This design comes from an exercise in tuning for small area and a short achievable clock period on the open sky130 flow, not from production work.
Where RTL was checked, it was by simulation tests only, not by an equivalence proof against the original.

==> trial 40 <==
Design multiplier, start of the top module:
module multiplier (
    input clk,
    input rst,
    input start,
    input [31:0] A,
    input [31:0] B,
    input [7:0] Physical_address_in,
    input [31:0] PC_in,
    output [63:0] Product,
    output reg done,
    output reg [7:0] Physical_address_out,
    output reg [31:0] PC_out
);
  reg r0_0;
  reg r0_1;
  reg r1_0;
  reg r2_0;
  reg r2_1;
  reg r3_0;
  reg r3_1;
  reg r4_0;
  reg r4_1;
  reg r5_0;
  reg r5_1;
  reg r6_0;
  reg r6_1;
  reg r7_0;
  reg r7_1;
  reg r8_0;
  reg r8_1;
  reg r9_0;
  reg r9_1;
  reg r10_0;
  reg r10_1;
  reg r11_0;
  reg r11_1;
  reg r12_0;
  reg r12_1;
  reg r13_0;
  reg r13_1;
  reg r14_0;
  reg r14_1;
  reg r15_0;
  reg r15_1;
  reg r16_0;
  reg r16_1;
  reg r17_0;
  reg r17_1;
  reg r18_0;
  reg r18_1;
  reg r19_0;
  reg r19_1;
  reg r20_0;
  reg r20_1;
  reg r21_0;
  reg r21_1;
  reg r22_0;
  reg r22_1;
  reg r23_0;
  reg r23_1;
  reg r24_0;
  reg r24_1;
  reg r25_0;
  reg r25_1;
  reg r26_0;
  reg r26_1;
  reg r27_0;
  reg r27_1;
  reg r28_0;
  reg r28_1;
  reg r29_0;
  reg r29_1;
  reg r30_0;
  reg r30_1;
  reg r31_0;
  reg r31_1;
  reg r32_0;
  reg r32_1;
  reg r33_0;
  reg r33_1;
  reg r34_0;
  reg r34_1;
  reg r35_0;
  reg r35_1;
  reg r36_0;
  reg r36_1;
  reg r37_0;
  reg r37_1;
  reg r38_0;
  reg r38_1;
  reg r39_0;
  reg r39_1;
  reg r40_0;
  reg r40_1;
  reg r41_0;
  reg r41_1;
  reg r42_0;
  reg r42_1;
  reg r43_0;
  reg r43_1;
  reg r44_0;
  reg r44_1;
  reg r45_0;
  reg r45_1;
  reg r46_0;
  reg r46_1;
  reg r47_0;
  reg r47_1;
  reg r48_0;
  reg r48_1;
  reg r49_0;
  reg r49_1;
  reg r50_0;
  reg r50_1;
  reg r51_0;
  reg r51_1;
  reg r52_0;
  reg r52_1;
  reg r53_0;
  reg r53_1;
  reg r54_0;
  reg r54_1;
  reg r55_0;
  reg r55_1;
  reg r56_0;
  reg r56_1;
  reg r57_0;
  reg r57_1;
  reg r58_0;
  reg r58_1;
  reg r59_0;
  reg r59_1;
  reg r60_0;
  reg r60_1;
  reg r61_0;
  reg r61_1;
  reg r62_0;
  reg r62_1;
  reg r63_0;
  reg r63_1;
  wire sgn0;
  BSGN u_bsgn0 (.x2(B[1]), .x1(B[0]), .x0(1'b0), .y(sgn0));
  wire one0_0, two0_0;
  ...
Settings: LEC_CHECK=0, CAP_MARGIN=20, CORE_MARGIN=2, CORE_UTILIZATION=40, PLACE_DENSITY=0.7, SETUP_SLACK_MARGIN=0.6, SLEW_MARGIN=20, SYNTH_HIERARCHICAL=1, SYNTH_MINIMUM_KEEP_SIZE=0; clock period 5.0 ns.
standard.sh (not shown) runs the stock make flow with config.mk's settings and CLKGATE_MAP_FILE= SYNTH_SCRIPT=/design/flow/synth_recipe.tcl, a recipe that flattens the netlist after the stock synthesis.
==> flow/flow/run.sh <==
#!/bin/bash
# Layout flow: the standard ORFS flow (standard.sh) with extra ORFS
# settings read from flow/knobs.txt (one VAR=value per line; @FLOW@ stands
# for this flow folder). Its output goes to standard.log.
set -euo pipefail
flowdir="$(pwd)/flow"
knobs=()
while IFS= read -r line; do
  [[ -z "$line" || "$line" == \#* ]] && continue
  knobs+=("${line//@FLOW@/$flowdir}")
done < flow/knobs.txt
bash standard.sh "${knobs[@]}" finish > standard.log 2>&1
==> flow/flow/downsize.tcl <==
# Start the layout from the smallest drive strength of every logic cell that
# synthesis sized up; the flow's timing repair then sizes up what needs it.
set n 0
foreach inst [[ord::get_db_block] getInsts] {
  set m [[$inst getMaster] getName]
  if {![regexp {^(sky130_fd_sc_hd__[a-z0-9]+)_([0-9]+)$} $m -> base size]} { continue }
  if {$size <= 1} { continue }
  if {[string match "*df*" $base] || [string match "*conb*" $base] || [string match "*clk*" $base] || [string match "*maj3*" $base]} { continue }
  set small [get_lib_cells -quiet ${base}_1]
  if {$small == ""} { continue }
  replace_cell [$inst getName] $small
  incr n
}
puts "downsize: $n cells set to drive strength 1"
==> flow/flow/knobs.txt <==
BUFFER_PORTS_ARGS=-buffer_cell sky130_fd_sc_hd__buf_1
PRE_FLOORPLAN_TCL=@FLOW@/downsize.tcl
==> trial 63 (differences from trial 40) <==
- SETUP_SLACK_MARGIN: 0.6 -> 0.65
==> out/summary.md <==
The run finished with no timing, DRC or antenna violations. The worst path arrival time is 4.71 ns. In the final layout, the multi-input gates occupy 23,200 um2. The tools report the final wirelength as 86,300 um.

In this run the number of cells on the critical path is 11. The logs give 233 MHz for the achievable frequency and 0.710 ns for the worst-case setup margin in the final layout.
Source of the figures above: trial 40

==> out/summary.md <==
Timing would allow up to 234 MHz. Number of stages on the worst setup path: 8. The flow ran to the end and the layout has no timing, DRC or antenna violations.

At the pin with the least slew margin, the transition time is 0.857 ns. The most critical setup path has its startpoint at B[17]. The final wirelength was 87,500 um.

Number of inverters outside the clock class in the layout: 73. The global-route track usage on met3 is 6.80%. STA puts the critical path data required time at 5.39 ns.
Source of the figures above: trial 63

No run of this note included a check of the RTL's function; only the layout flow was run.

---

==> inputs of run K <==
multiplier, a different RTL version from the one above (not shown whole).
clock: 5.0 ns
lec_check: 0
cap_margin: 20
core_margin: 2
core_utilization: 40
setup_slack_margin: 1.0
slew_margin: 20
synth_hierarchical: 1
synth_minimum_keep_size: 0
run.sh (not shown) runs the stock make flow with config.mk's settings and CLKGATE_MAP_FILE= SYNTH_SCRIPT=/design/flow/synth_recipe.tcl, a recipe that flattens the netlist after the stock synthesis.
Stock flow here: none of the scripts above is used.
==> run B (differences from run K) <==
- SETUP_SLACK_MARGIN: 1.0 -> 0.5
==> run X (differences from run K) <==
- SETUP_SLACK_MARGIN: 1.0 -> 1.5
==> notes <==
- First-iteration DRC count: run X is larger than run B (about 20%).
- Global-route usage, lowest first: run B, run K, run X.
- Critical path depth: run X > run B > run K.
- In run K the sequential share of layout area is higher than in run X, by 0.74 points.
- Final cell count: run B < run K < run X.
- Setup slack, highest first: run K, run X, run B.
- Run X finished clean. Run B ran to the end with no violations. Run K passed the timing, DRC and antenna checks.
- In run X the cell area is higher than in run K, by about 13%.
- Non-clock buffer count: run B < run K < run X.
==> figures <==
quantity                                                                           run X        run K          run B
Pre-CTS worst setup slack                                                     -0.0227 ns    0.0385 ns     -0.0264 ns
Crit-path max cell delay                                                         0.34 ns      0.58 ns        0.51 ns
Detail-routed via count per cell                                                    5.67         5.62           5.58
Final setup slack of the worst path                                             0.968 ns     0.991 ns       0.588 ns
Fraction of standard cell area in multi-input logic                                0.715        0.752          0.767
Vias                                                                               32000        30200          29200
Launch instance of the worst min-delay path                                         B[3]    PC_in[13]       PC_in[7]
Final area over synthesized area                                                  1.475x       1.307x         1.214x
Core Util, Final                                                                   0.598        0.530          0.493
Filler Cell Count                                                                   6958         7719           8016
Run status                                              no timing/DRC/antenna violations  no timing/DRC/antenna violations  no timing/DRC/antenna violations
Area of the multi-input gates                                                  35900 µm²    33400 µm²      31700 µm²
Required arrival time at the worst endpoint                                      5.34 ns      4.00 ns        5.33 ns
Measured slew at the worst slew-check pin                                       0.807 ns     0.812 ns       0.828 ns
CP endpoint                                                                r37_0$_DFF_P_  Product[61]  r38_1$_DFF_P_
Portion of the clock cycle consumed by the worst path in the final layout          0.806        0.802          0.882
Post-DP HPWL                                                                    95000 µm     95000 µm       93900 µm
Function was not checked in any run of this note: the RTL went through the layout flow alone.

---

==> amber: inputs <==
Another version of the RTL of multiplier (not shown whole).
==> flow/design.v (excerpt) <==
module multiplier (
    input clk,
    input rst,
    input start,
    input [31:0] A,
    input [31:0] B,
    input [7:0] Physical_address_in,
    input [31:0] PC_in,
    output [63:0] Product,
    output reg done,
    output reg [7:0] Physical_address_out,
    output reg [31:0] PC_out
);
export LEC_CHECK = 0
export CAP_MARGIN = 20
export CORE_MARGIN = 2
export CORE_UTILIZATION = 40
export PLACE_DENSITY = 0.7
export SETUP_SLACK_MARGIN = 0.9
export SLEW_MARGIN = 20
export SYNTH_HIERARCHICAL = 1
export SYNTH_MINIMUM_KEEP_SIZE = 0
create_clock -name core_clock -period 5.0 [get_ports {clk}]
standard.sh (not shown) runs the stock make flow with config.mk's settings and CLKGATE_MAP_FILE= SYNTH_SCRIPT=/design/flow/synth_recipe.tcl, a recipe that flattens the netlist after the stock synthesis.
Scripts as last shown in full above: flow/flow/run.sh, flow/flow/downsize.tcl, flow/flow/knobs.txt
==> garnet: changes against amber <==
--- a/flow/config.mk
+++ b/flow/config.mk
@@ -7,9 +7,9 @@
 export LEC_CHECK = 0
 export CAP_MARGIN = 20
 export CORE_MARGIN = 2
-export CORE_UTILIZATION = 40
+export CORE_UTILIZATION = 35
 export PLACE_DENSITY = 0.7
-export SETUP_SLACK_MARGIN = 0.9
+export SETUP_SLACK_MARGIN = 0.75
 export SLEW_MARGIN = 20
 export SYNTH_HIERARCHICAL = 1
 export SYNTH_MINIMUM_KEEP_SIZE = 0
==> results.cfg <==
[run_status]
outcome = no timing/DRC/antenna violations

[global_routing]
grt_pass1_vias = 23600
grtUsageMet3 = 0.0473
track_usage = 0.224

[drt]
m1WireLength_um = 38100

[finish]
drive_gt1_frac = 0.139
seq_share = 0.115

[worst_setup_path]
crit_start = B[19]
criticalPathCategory = primary input to register
critPathMaxFanout = 24
(the above is from garnet)
==> results.cfg <==
[finish]
seq_share = 0.115
drive_gt1_frac = 0.163

[global_routing]
grtUsageMet3 = 0.0546

[run_status]
outcome = no timing/DRC/antenna violations

[drt]
m1WireLength_um = 36100

[worst_setup_path]
criticalPathCategory = register to output pin
(the above is from amber)
Testbench counts of amber, summed over its fixed seeds: latency 24,000, ops 24,000.
Testbench counts of garnet, summed over its fixed seeds: latency 24,000, ops 24,000.

---

==> run a <==
multiplier, a different RTL version from the one above (not shown whole).
export LEC_CHECK = 0
export CAP_MARGIN = 20
export CORE_MARGIN = 2
export CORE_UTILIZATION = 40
export SETUP_SLACK_MARGIN = 0.9
export SLEW_MARGIN = 20
export SYNTH_HIERARCHICAL = 1
export SYNTH_MINIMUM_KEEP_SIZE = 0
create_clock -name core_clock -period 5.0 [get_ports {clk}]
==> flow/flow/downsize.tcl <==
# Start the layout from the smallest drive strength of every logic cell that
# synthesis sized up; the flow's timing repair then sizes up what needs it.
set n 0
foreach inst [[ord::get_db_block] getInsts] {
  set m [[$inst getMaster] getName]
  if {![regexp {^(sky130_fd_sc_hd__[a-z0-9]+)_([0-9]+)$} $m -> base size]} { continue }
  if {$size <= 1} { continue }
  if {[string match "*df*" $base] || [string match "*conb*" $base] || [string match "*clk*" $base]} { continue }
  set small [get_lib_cells -quiet ${base}_1]
  if {$small == ""} { continue }
  replace_cell [$inst getName] $small
  incr n
}
puts "downsize: $n cells set to drive strength 1"
Scripts as last shown in full above: flow/flow/run.sh, flow/flow/knobs.txt
==> inputs of run b, as changes to run a <==
Settings changed: SETUP_SLACK_MARGIN 0.9 to 1.1.
==> reports/metrics.csv <==
metric;value;unit
status;no timing/DRC/antenna violations;
cell count along the critical path;9;
commonest cells after routing, fill and taps aside;sky130_fd_sc_hd__xor2_1, sky130_fd_sc_hd__a22oi_1, sky130_fd_sc_hd__fa_1;
CP bufs+invs;2;
Post-Layout Cell Count;4155;
Post-Place Cells;4086;
worst slack at placement;208;ps
wire length on met3;8420;µm
cell with the biggest individual delay on the critical path;sky130_fd_sc_hd__buf_1;
That was run a.
==> reports/metrics.csv <==
metric;value;unit
cell with the biggest individual delay on the critical path;sky130_fd_sc_hd__xnor2_2;
status;no timing/DRC/antenna violations;
Final Critical Period;4000;ps
wire length on met3;10400;µm
worst slack at placement;95.6;ps
commonest cells after routing, fill and taps aside;sky130_fd_sc_hd__xor2_1, sky130_fd_sc_hd__a22oi_1, sky130_fd_sc_hd__fa_1;
Post-Place Cells;4095;
Inverters, non-clock;32;
cell count along the critical path;10;
That was run b.
Testbench counts of run a, summed over its fixed seeds: latency 24,000, ops 24,000.
Testbench counts of run b, summed over its fixed seeds: latency 24,000, ops 24,000.

---

==> inputs of job 9868 <==
multiplier, a different RTL version from the one above (not shown whole).
// multiplier
module multiplier (
    input clk,
    input rst,
    input start,
    input [31:0] A,
    input [31:0] B,
    input [7:0] Physical_address_in,
    input [31:0] PC_in,
    output [63:0] Product,
    output reg done,
    output reg [7:0] Physical_address_out,
    output reg [31:0] PC_out
);
==> flow/config.mk <==
export PLATFORM = sky130hd
export DESIGN_NAME = multiplier
export DESIGN_NICKNAME = multiplier
export VERILOG_FILES = /design/flow/design.v
export SDC_FILE = /design/flow/constraint.sdc
export NUM_CORES = 8
export LEC_CHECK = 0
export CAP_MARGIN = 20
export CORE_MARGIN = 2
export CORE_UTILIZATION = 40
export SETUP_SLACK_MARGIN = 0
export SLEW_MARGIN = 20
export SYNTH_HIERARCHICAL = 1
export SYNTH_MINIMUM_KEEP_SIZE = 0
==> flow/constraint.sdc <==
create_clock -name core_clock -period 5.0 [get_ports {clk}]
set_input_delay 1.0000 -clock core_clock [delete_from_list [all_inputs] [get_ports {clk}]]
set_output_delay 1.0000 -clock core_clock [all_outputs]
set_load 0.01 [all_outputs]
run.sh (not shown) runs the stock make flow with config.mk's settings and CLKGATE_MAP_FILE= SYNTH_SCRIPT=/design/flow/synth_recipe.tcl, a recipe that flattens the netlist after the stock synthesis.
Stock flow here: none of the scripts above is used.
==> inputs of job 3971, as changes to job 9868 <==
- SETUP_SLACK_MARGIN: 0 -> 1
==> comparison table <==
Vias in the first global route: job 9868 26780; job 3971 27710
Met1 layer wirelength in the final routing: job 9868 48960 um; job 3971 51300 um
Total length of routed met2 wires: job 9868 52350 um; job 3971 56880 um
Final critical-path setup slack: job 9868 79.97 ps; job 3971 705.3 ps
Initial antenna violation count: job 9868 11; job 3971 8
Proportion of layout cells with a drive suffix above 1: job 9868 0.3210; job 3971 0.5428
Max Clock Freq: job 9868 203.3 MHz; job 3971 232.8 MHz
Global routing met3 resource utilization: job 9868 0.04799; job 3971 0.04574
Hold Path Sink: job 9868 PC_out[30]; job 3971 PC_out[6]
Longest individual stage delay on the worst path: job 9868 630 ps; job 3971 570 ps
Post-DP HPWL: job 9868 91030 um; job 3971 89990 um
Placed instance count: job 9868 4216; job 3971 4222
Status: job 9868 complete, no violations; job 3971 complete, no violations
Worst Setup Slack post-DPL: job 9868 -15.27 ps; job 3971 -39.67 ps
WL/cell: job 9868 26.46 um; job 3971 27.25 um
Share of cell area taken by multi-input logic gates: job 9868 0.7161; job 3971 0.7000
Testbench counts of job 9868, summed over its fixed seeds: latency 24,000, ops 24,000.
Testbench counts of job 3971, summed over its fixed seeds: latency 24,000, ops 24,000.

---

==> inputs of job 7278 <==
multiplier, a different RTL version from the one above (not shown whole).
==> flow/config.mk <==
export PLATFORM = sky130hd
export DESIGN_NAME = multiplier
export DESIGN_NICKNAME = multiplier
export VERILOG_FILES = /design/flow/design.v
export SDC_FILE = /design/flow/constraint.sdc
export NUM_CORES = 8
export LEC_CHECK = 0
export CAP_MARGIN = 20
export CORE_MARGIN = 2
export CORE_UTILIZATION = 40
export PLACE_DENSITY = 0.7
export SETUP_SLACK_MARGIN = 0.7
export SLEW_MARGIN = 20
export SYNTH_HIERARCHICAL = 1
export SYNTH_MINIMUM_KEEP_SIZE = 0
==> flow/constraint.sdc <==
create_clock -name core_clock -period 5.0 [get_ports {clk}]
set_input_delay 1.0000 -clock core_clock [delete_from_list [all_inputs] [get_ports {clk}]]
set_output_delay 1.0000 -clock core_clock [all_outputs]
set_load 0.01 [all_outputs]
standard.sh (not shown) runs the stock make flow with config.mk's settings and CLKGATE_MAP_FILE= SYNTH_SCRIPT=/design/flow/synth_recipe.tcl, a recipe that flattens the netlist after the stock synthesis.
==> flow/flow/downsize.tcl <==
# Start the layout from the smallest drive strength of every logic cell that
# synthesis sized up; the flow's timing repair then sizes up what needs it.
set n 0
foreach inst [[ord::get_db_block] getInsts] {
  set m [[$inst getMaster] getName]
  if {![regexp {^(sky130_fd_sc_hd__[a-z0-9]+)_([0-9]+)$} $m -> base size]} { continue }
  if {$size <= 1} { continue }
  if {[string match "*df*" $base] || [string match "*conb*" $base] || [string match "*clk*" $base] || [string match "*maj3*" $base]} { continue }
  set small [get_lib_cells -quiet ${base}_1]
  if {$small == ""} { continue }
  replace_cell [$inst getName] $small
  incr n
}
puts "downsize: $n cells set to drive strength 1"
Scripts as last shown in full above: flow/flow/run.sh, flow/flow/knobs.txt
==> job 8987: changes against job 7278 <==
--- a/flow/flow/downsize.tcl
+++ b/flow/flow/downsize.tcl
@@ -5,7 +5,7 @@
   set m [[$inst getMaster] getName]
   if {![regexp {^(sky130_fd_sc_hd__[a-z0-9]+)_([0-9]+)$} $m -> base size]} { continue }
   if {$size <= 1} { continue }
-  if {[string match "*df*" $base] || [string match "*conb*" $base] || [string match "*clk*" $base] || [string match "*maj3*" $base]} { continue }
+  if {[string match "*df*" $base] || [string match "*conb*" $base] || [string match "*clk*" $base]} { continue }
   set small [get_lib_cells -quiet ${base}_1]
   if {$small == ""} { continue }
   replace_cell [$inst getName] $small
- PLACE_DENSITY: 0.7 -> unset
==> summary.txt <==
	job 7278	job 8987
Core region area	65700 µm²	65600 µm²
Proportion of cell area occupied by multi-input gates	0.751	0.736
Iteration count of the initial detailed-routing pass	7	9
Post-cts repair resize count	7	28
Data required time at the worst endpoint	5360 ps	5340 ps
Count of placed standard cells in the final layout, fillers left out	3927	4000
Worst Setup Slack post-DPL	-232 ps	-3.60 ps
Endpoint of the worst hold-timing path	PC_out[10]	PC_out[14]
Share of final layout cell area taken by clock buffers and inverters	0.0184	0.0188
Run status	no timing/DRC/antenna violations	no timing/DRC/antenna violations
Shortest period the worst path allows	4290 ps	4310 ps
Number of global-route vias before repair	23153	24149
Multi-input combinational cell count	2433	2435
Post-route core utilization	0.477	0.495
GR met1 Demand/Resource	0.374	0.419
Pin count of the biggest net entering global routing	43	48
Share of cell area taken by flip-flops and latches	0.107	0.103
Fraction of area in non-clock buffers	0.0846	0.104
Filler cells	6149	6108
Buffers outside the clock class	396	469
Total vias in the final route	23316	23728
Testbench counts of job 7278, summed over its fixed seeds: latency 24,000, ops 24,000.
Testbench counts of job 8987, summed over its fixed seeds: latency 24,000, ops 24,000.

[separate check: timing with driven ports]
The results above use ideal ports. As a check the final layouts listed here were re-extracted and re-timed, cells and wires unchanged.
Step 1 sets driving cells, clkbuf_16 on the clock port and buf_2 on the other inputs (assumed; they add their load-dependent delay and slew).
Step 2 also shifts input and output timing later by t, the mid clock arrival at the registers, as if the neighbouring blocks saw the same clock.
Three values: ideal, step 1, step 2; two values: the first two.
| run | t, ns | setup WS [ns] | latest minus earliest clock arrival (ns) | slew at the worst register clock pin (ns) | worst slew at a driven data input, ns |
|---|---|---|---|---|---|
| trial 40 | 0.554 | 0.710 / 0.686 / 0.132 | 0.031 / 0.031 | 0.08 / 0.08 | 0.12 |
| trial 63 | 0.566 | 0.728 / 0.689 / 0.123 | 0.016 / 0.016 | 0.08 / 0.08 | 0.13 |
| run K of note 2 | 0.548 | 0.991 / 0.928 / 0.468 | 0.017 / 0.017 | 0.08 / 0.08 | 0.11 |
| run B of note 2 | 0.506 | 0.588 / 0.529 / 0.120 | 0.016 / 0.016 | 0.08 / 0.08 | 0.11 |
| run X of note 2 | 0.516 | 0.968 / 0.966 / 0.450 | 0.018 / 0.018 | 0.08 / 0.08 | 0.08 |
| amber | 0.560 | 0.849 / 0.787 / 0.319 | 0.026 / 0.027 | 0.09 / 0.09 | 0.21 |
| garnet | 0.565 | 0.883 / 0.826 / 0.304 | 0.027 / 0.027 | 0.09 / 0.09 | 0.11 |
| run a of note 4 | 0.562 | 0.911 / 0.915 / 0.374 | 0.017 / 0.017 | 0.09 / 0.09 | 0.12 |
| run b of note 4 | 0.578 | 0.998 / 0.931 / 0.403 | 0.024 / 0.024 | 0.10 / 0.10 | 0.16 |
| job 9868 | 0.607 | 0.080 / 0.013 / -0.060 | 0.020 / 0.020 | 0.07 / 0.07 | 0.23 |
| job 3971 | 0.597 | 0.705 / 0.646 / 0.330 | 0.020 / 0.020 | 0.07 / 0.07 | 0.27 |
| job 7278 | 0.531 | 0.712 / 0.714 / 0.183 | 0.018 / 0.018 | 0.08 / 0.08 | 0.10 |
| job 8987 | 0.512 | 0.688 / 0.713 / 0.200 | 0.018 / 0.017 | 0.08 / 0.08 | 0.20 |
Met with ideal ports but missed after step 2: setup timing in job 9868. The setup slack of trial 63, which loses most, moves by -0.039 ns with the drivers and by -0.605 ns with both steps.
